This design comes from an exercise in tuning for small area and a short achievable clock period on the open sky130 flow, not from production work. At most, simulation tests tie the RTL to the original design; equivalence was not proved.

Setup of red:
Design mas_mul_radix_top, start of the top module:
module mas_mul_radix_top (
  input               clk,
  input               rstn,
  input        [31:0] in1,
  input        [31:0] in2,
  output logic [63:0] res
);
For scale: ~2,200 cells after synthesis, roughly 130 I/O pins, about 0.024 mm^2 of cells after synthesis.
Settings: LEC_CHECK=0, CAP_MARGIN=20, CORE_MARGIN=2, CORE_UTILIZATION=60, SETUP_SLACK_MARGIN=5, SLEW_MARGIN=20, SYNTH_HIERARCHICAL=1, SYNTH_MINIMUM_KEEP_SIZE=0; clock period 13.5 ns.
standard.sh (not shown) runs the stock make flow with config.mk's settings and CLKGATE_MAP_FILE= SYNTH_SCRIPT=/design/flow/synth_recipe.tcl, a recipe that flattens the netlist after the stock synthesis.
==> flow/flow/run.sh <==
#!/bin/bash
# Own layout flow: the standard synthesis and layout, with the port
# buffers made from plain buffers (buffer_ports -buffer_cell) instead of the
# cell buffer_ports picks by itself.  Each tool's output goes to a log here.
set -euo pipefail
bash standard.sh synth > synth.log 2>&1
bash standard.sh "BUFFER_PORTS_ARGS=-buffer_cell sky130_fd_sc_hd__buf_2" finish > layout.log 2>&1
## Diff of input files: blue against red
--- a/flow/config.mk
+++ b/flow/config.mk
@@ -8 +8 @@
-export CAP_MARGIN = 20
+export CAP_MARGIN = 30
@@ -10,0 +11 @@
+export GPL_ROUTABILITY_DRIVEN = 0
@@ -12 +13 @@
-export SLEW_MARGIN = 20
+export SLEW_MARGIN = 50
Findings:
- Summary of blue over red: detailed placer's ending HPWL went up 0.69%; initial antenna violation count rose by 1.
- Compared with red, blue shows a maximum fanout encountered on the critical timing path that is 5 lower.
- [compare] base=red new=blue: data arrival at the endpoint of the critical path held; setup slack of the critical path after layout went up 0.020 ns; total wirelength of the detailed-routed design went up about 0.8%.
- Row number of non-clock buffers in the layout: blue higher / red lower
- Number of gates on the worst path with buffers counted, blue and red: higher on blue

alpha:
mas_mul_radix_top again, from the RTL that the note above started with.
Design mas_mul_radix_top, start of the top module:
module mas_mul_radix_top (
  input               clk,
  input               rstn,
  input        [31:0] in1,
  input        [31:0] in2,
  output logic [63:0] res
);
Settings: LEC_CHECK=0, CAP_MARGIN=30, CORE_MARGIN=2, CORE_UTILIZATION=60, PLACE_DENSITY=0.8, SETUP_SLACK_MARGIN=5, SLEW_MARGIN=50, SYNTH_HIERARCHICAL=1, SYNTH_MINIMUM_KEEP_SIZE=0; clock period 13.5 ns.
Scripts as last shown in full above: flow/flow/run.sh
No stage failed in alpha, and the final checks on the layout all came back clean.
#### Input delta (beta over alpha)
# alpha
export LEC_CHECK = 0
export CAP_MARGIN = 30
export CORE_MARGIN = 2
export CORE_UTILIZATION = 60
export PLACE_DENSITY = 0.8
export SETUP_SLACK_MARGIN = 5
export SLEW_MARGIN = 50
export SYNTH_HIERARCHICAL = 1
export SYNTH_MINIMUM_KEEP_SIZE = 0
create_clock -name core_clock -period 13.5 [get_ports {clk}]
# beta
export LEC_CHECK = 0
export CAP_MARGIN = 50
export CORE_MARGIN = 2
export CORE_UTILIZATION = 60
export SETUP_SLACK_MARGIN = 4.5
export SLEW_MARGIN = 75
export SYNTH_HIERARCHICAL = 1
export SYNTH_MINIMUM_KEEP_SIZE = 0
create_clock -name core_clock -period 13.5 [get_ports {clk}]
Results
Delta (beta minus alpha): inverter count ~0 delta; maximum fanout along the worst path -13%; detailed route wirelength on metal2 -5.1%.
diff inputs: beta => gamma
# beta
export LEC_CHECK = 0
export CAP_MARGIN = 50
export CORE_MARGIN = 2
export CORE_UTILIZATION = 60
export SETUP_SLACK_MARGIN = 4.5
export SLEW_MARGIN = 75
export SYNTH_HIERARCHICAL = 1
export SYNTH_MINIMUM_KEEP_SIZE = 0
create_clock -name core_clock -period 13.5 [get_ports {clk}]
# gamma
export LEC_CHECK = 0
export CAP_MARGIN = 30
export CORE_MARGIN = 2
export CORE_UTILIZATION = 60
export SLEW_MARGIN = 50
export SYNTH_HIERARCHICAL = 1
export SYNTH_MINIMUM_KEEP_SIZE = 0
create_clock -name core_clock -period 13.5 [get_ports {clk}]
==> flow/flow/run.sh <==
#!/bin/bash
# Own layout flow: the standard synthesis, then the standard layout
# with port buffers made from plain buffers (buffer_ports -buffer_cell), a
# setup margin for ORFS's timing repair, and timing repair limited to
# resizing and pin swaps.  Each tool's output goes to a log file here.
set -euo pipefail
bash standard.sh synth > synth.log 2>&1
bash standard.sh "BUFFER_PORTS_ARGS=-buffer_cell sky130_fd_sc_hd__buf_2" SETUP_SLACK_MARGIN=5.3 "SETUP_MOVE_SEQUENCE=unbuffer,sizeup,swap" finish > layout.log 2>&1
- gamma against beta: worst hold margin has increased; worst setup slack has increased.
- Going from beta to gamma, fraction of standard cell area in multi-input logic grows by 0.99 points.
> inputs changed (gamma -> delta)
# gamma
export LEC_CHECK = 0
export CAP_MARGIN = 30
export CORE_MARGIN = 2
export CORE_UTILIZATION = 60
export SLEW_MARGIN = 50
export SYNTH_HIERARCHICAL = 1
export SYNTH_MINIMUM_KEEP_SIZE = 0
create_clock -name core_clock -period 13.5 [get_ports {clk}]
# delta
export LEC_CHECK = 0
export CAP_MARGIN = 30
export CORE_MARGIN = 2
export CORE_UTILIZATION = 60
export SETUP_SLACK_MARGIN = 4.5
export SLEW_MARGIN = 50
export SYNTH_HIERARCHICAL = 1
export SYNTH_MINIMUM_KEEP_SIZE = 0
create_clock -name core_clock -period 13.5 [get_ports {clk}]
==> flow/flow/run.sh <==
#!/bin/bash
# Own layout flow: the standard synthesis and layout, with the port
# buffers made from plain buffers (buffer_ports -buffer_cell) instead of the
# cell buffer_ports picks by itself.  Each tool's output goes to a log here.
set -euo pipefail
bash standard.sh synth > synth.log 2>&1
bash standard.sh "BUFFER_PORTS_ARGS=-buffer_cell sky130_fd_sc_hd__buf_2" finish > layout.log 2>&1
## What came out
Total length of routed wires ends up higher on gamma.
met2 track utilization from global routing ended up 2.5 points lower on delta than on gamma.
Re worst hold slack: gamma was lower than delta.
Between delta and gamma, the fraction of area in clock buffers and inverters figures differ only marginally.
Looking at actual slew at the worst max-slew pin across gamma and delta, the one that comes out lower is delta.
Post-route minimum period for delta: 640 ps up relative to gamma

Another version of the RTL of mas_mul_radix_top (not shown whole).
For scale: ~2500 cells after synthesis, ~64 flip-flops, ~25000 µm² of cells after synthesis.
clock: 13.5 ns
lec_check: 0
cap_margin: 20
core_margin: 2
core_utilization: 45
slew_margin: 20
synth_hierarchical: 1
synth_minimum_keep_size: 0
==> flow/flow/run.sh <==
#!/bin/bash
# Own layout flow: the standard synthesis and layout, with the port
# buffers made from plain buffers (buffer_ports -buffer_cell) instead of the
# cell buffer_ports picks by itself.  Each tool's output goes to a log here.
set -euo pipefail
bash standard.sh synth > synth.log 2>&1
bash standard.sh "BUFFER_PORTS_ARGS=-buffer_cell sky130_fd_sc_hd__buf_2" finish > layout.log 2>&1
The first run passed the timing, DRC and antenna checks.
Then changed:
==> flow/run.sh (new file) <==
#!/bin/bash
# synth_recipe.tcl (not shown) runs the flow's synth.tcl, then flattens the netlist and writes it again
# the make line also repeats each setting of config.mk as NAME=value (left out here)
make -C /OpenROAD-flow-scripts/flow DESIGN_CONFIG=/design/flow/config.mk WORK_HOME=/design/flow/orfs CLKGATE_MAP_FILE= SYNTH_SCRIPT=/design/flow/synth_recipe.tcl finish
removed: flow/flow/run.sh
removed: flow/standard.sh
Outcome: Worst setup slack got worse by 0.56 ns; cell area went up by 2.9%; non-clock buffer count went up by 27; synthesized cell count stays the same; via count went up by 1.3%; final cell count went up by 0.82%; die area does not change.
No functional check of the RTL was part of any run of this note.

mas_mul_radix_top, a different RTL version from the one above (not shown whole).
Size: roughly 2400 cells after synthesis, roughly 25000 um^2 of cells after synthesis.
make LEC_CHECK=0 CAP_MARGIN=20 CORE_MARGIN=2 CORE_UTILIZATION=45 SLEW_MARGIN=20 SYNTH_HIERARCHICAL=1 SYNTH_MINIMUM_KEEP_SIZE=0 finish   # period 13.5 ns
run.sh (not shown) runs the stock make flow with config.mk's settings and CLKGATE_MAP_FILE= SYNTH_SCRIPT=/design/flow/synth_recipe.tcl, a recipe that flattens the netlist after the stock synthesis.
Stock flow here: none of the scripts above is used.
Edit:
SETUP_SLACK_MARGIN = 5   (was not set)
Result: Worst setup slack improved by 1.9 ns; routed wire length rises by 18%; design area went up by 29%; maximum frequency climbs by 22%; via count climbs by 11%; critical path depth went up by 2; global-route usage came out higher by 3.4 points.
Edit:
SETUP_SLACK_MARGIN = 3   (was 5)
The new run ran to the end with no violations. Wire length came out lower by roughly a tenth. Non-clock buffer count came out lower by 315. Count of clock-buffer cells in the layout is lower by 4.

Setup of job 8935:
RTL: one of the versions met above, not the one the previous note started from.
Size in the first run: roughly 2200 cells after synthesis, roughly 64 flip-flops, roughly 130 I/O pins.
Settings: LEC_CHECK=0, CAP_MARGIN=30, CORE_MARGIN=2, CORE_UTILIZATION=60, SLEW_MARGIN=50, SYNTH_HIERARCHICAL=1, SYNTH_MINIMUM_KEEP_SIZE=0; clock period 13.5 ns.
standard.sh (not shown) runs the stock make flow with config.mk's settings and CLKGATE_MAP_FILE= SYNTH_SCRIPT=/design/flow/synth_recipe.tcl, a recipe that flattens the netlist after the stock synthesis.
==> flow/flow/run.sh <==
#!/bin/bash
# Own layout flow: the standard synthesis, then the standard layout
# with port buffers made from plain buffers (buffer_ports -buffer_cell) and a
# setup margin for ORFS's timing repair.
# Each tool's output goes to a log file here.
set -euo pipefail
bash standard.sh synth > synth.log 2>&1
bash standard.sh "BUFFER_PORTS_ARGS=-buffer_cell sky130_fd_sc_hd__buf_2" SETUP_SLACK_MARGIN=5.15 finish > layout.log 2>&1
Both conditions hold for job 8935: the flow ran to the end and the final layout passed the timing, DRC and antenna checks.
[inputs] job 1223 vs job 8935
- swapping 60 for 55 in CORE_UTILIZATION
- putting SETUP_SLACK_MARGIN at 5 where nothing was set
==> flow/flow/run.sh <==
#!/bin/bash
# Own layout flow: the standard synthesis and layout, with the port
# buffers made from plain buffers (buffer_ports -buffer_cell) instead of the
# cell buffer_ports picks by itself.  Each tool's output goes to a log here.
set -euo pipefail
bash standard.sh synth > synth.log 2>&1
bash standard.sh "BUFFER_PORTS_ARGS=-buffer_cell sky130_fd_sc_hd__buf_2" finish > layout.log 2>&1
Notes after the runs:
- Total inserted antenna cells on job 1223 is up relative to job 8935.
- Comparing job 8935 with job 1223, the mean cell area of the mapped netlist came out essentially unchanged.
- Job 8935 → job 1223: all-layer global routing usage went down.
- Diff job 8935..job 1223 | cell area after placement | negligible
- Fraction of area in clock buffers and inverters of job 8935 is on par with job 1223.
Input changes introduced in job 3526 (baseline for comparison: job 1223):
- a change of SLEW_MARGIN from 50 to 35
- a change of CAP_MARGIN from 30 to 20
- a change of CORE_UTILIZATION from 55 to 60
Findings:
- Looking at global-route usage over all layers across job 1223 and job 3526, the one that comes out lower is job 1223.
- For the setup fix buffers added after clock tree synthesis, job 3526 came in 7 lower than job 1223 did.
- Portion of the clock cycle consumed by the worst path in the final layout up 0.16 points in job 3526 wrt job 1223
#### Input delta (job 7749 over job 3526)
- SLEW_MARGIN changed from 35 to 20
- SETUP_SLACK_MARGIN changed from 5 to 3
### Flow results
- End of the critical path: res[49] -> job 3526, res[43] -> job 7749
- Going from job 3526 to job 7749, critical path depth has increased, total routed wirelength went up.

port drivers added, routing unchanged:
How much do the figures lean on ideal ports? The routed layouts below were timed once more, with nothing changed but the port constraints. Step 1 (the two cells are an assumption about what drives the block):
set clk [get_ports {clk}]
set_driving_cell -lib_cell sky130_fd_sc_hd__clkbuf_16 $clk
set_driving_cell -lib_cell sky130_fd_sc_hd__buf_2 [delete_from_list [all_inputs] $clk]
Step 2 adds t to the input delays and takes it off the output delays; t is the mean of the earliest and latest rising clock arrival at the registers after step 1. Input paths then give back, and output paths get back, about the clock's delay inside the block. Slacks: ideal ports / drivers / drivers and shift; pairs: ideal ports / drivers.
run | shift t [ns] | setup slack, ns | worst hold slack (ns) | slew at the worst register clock pin (ns) | worst data-port slew with drivers (ns)
red | 0.395 | 5.009 / 5.034 / 4.640 | 2.529 / 2.511 / 2.906 | 0.07 / 0.07 | 0.05
blue | 0.392 | 5.030 / 5.052 / 4.661 | 2.415 / 2.392 / 2.783 | 0.06 / 0.06 | 0.06
alpha | 0.445 | 4.985 / 5.025 / 4.580 | 2.311 / 2.283 / 2.728 | 0.09 / 0.09 | 0.05
beta | 0.400 | 4.771 / 4.800 / 4.400 | 2.263 / 2.235 / 2.635 | 0.07 / 0.07 | 0.11
gamma | 0.396 | 5.201 / 5.215 / 4.819 | 2.415 / 2.389 / 2.785 | 0.07 / 0.07 | 0.09
delta | 0.403 | 4.563 / 4.590 / 4.187 | 2.418 / 2.389 / 2.792 | 0.07 / 0.07 | 0.08
the first run of note 3 | 0.391 | 4.168 / 4.187 / 3.796 | 2.522 / 2.498 / 2.889 | 0.07 / 0.07 | 0.19
the second run of note 3 | 0.404 | 3.610 / 3.628 / 3.224 | 2.539 / 2.516 / 2.920 | 0.08 / 0.08 | 0.10
the first run of note 4 | 0.447 | 2.855 / 2.895 / 2.449 | 2.439 / 2.404 / 2.850 | 0.06 / 0.06 | 0.05
the second run of note 4 | 0.463 | 4.779 / 4.808 / 4.345 | 2.431 / 2.389 / 2.852 | 0.07 / 0.07 | 0.08
the third run of note 4 | 0.449 | 3.284 / 3.320 / 2.871 | 2.446 / 2.409 / 2.858 | 0.06 / 0.06 | 0.06
job 8935 | 0.406 | 5.229 / 5.258 / 4.852 | 2.430 / 2.398 / 2.805 | 0.06 / 0.06 | 0.06
job 1223 | 0.399 | 5.016 / 5.045 / 4.646 | 2.428 / 2.402 / 2.800 | 0.06 / 0.06 | 0.06
job 3526 | 0.395 | 4.994 / 5.019 / 4.624 | 2.300 / 2.283 / 2.677 | 0.07 / 0.07 | 0.05
job 7749 | 0.402 | 3.864 / 3.881 / 3.479 | 2.519 / 2.492 / 2.894 | 0.07 / 0.07 | 0.10
After both steps setup and hold are still met in every run listed. The setup slack of the second run of note 4, which loses most, moves by +0.029 ns with the drivers and by -0.434 ns with both steps.
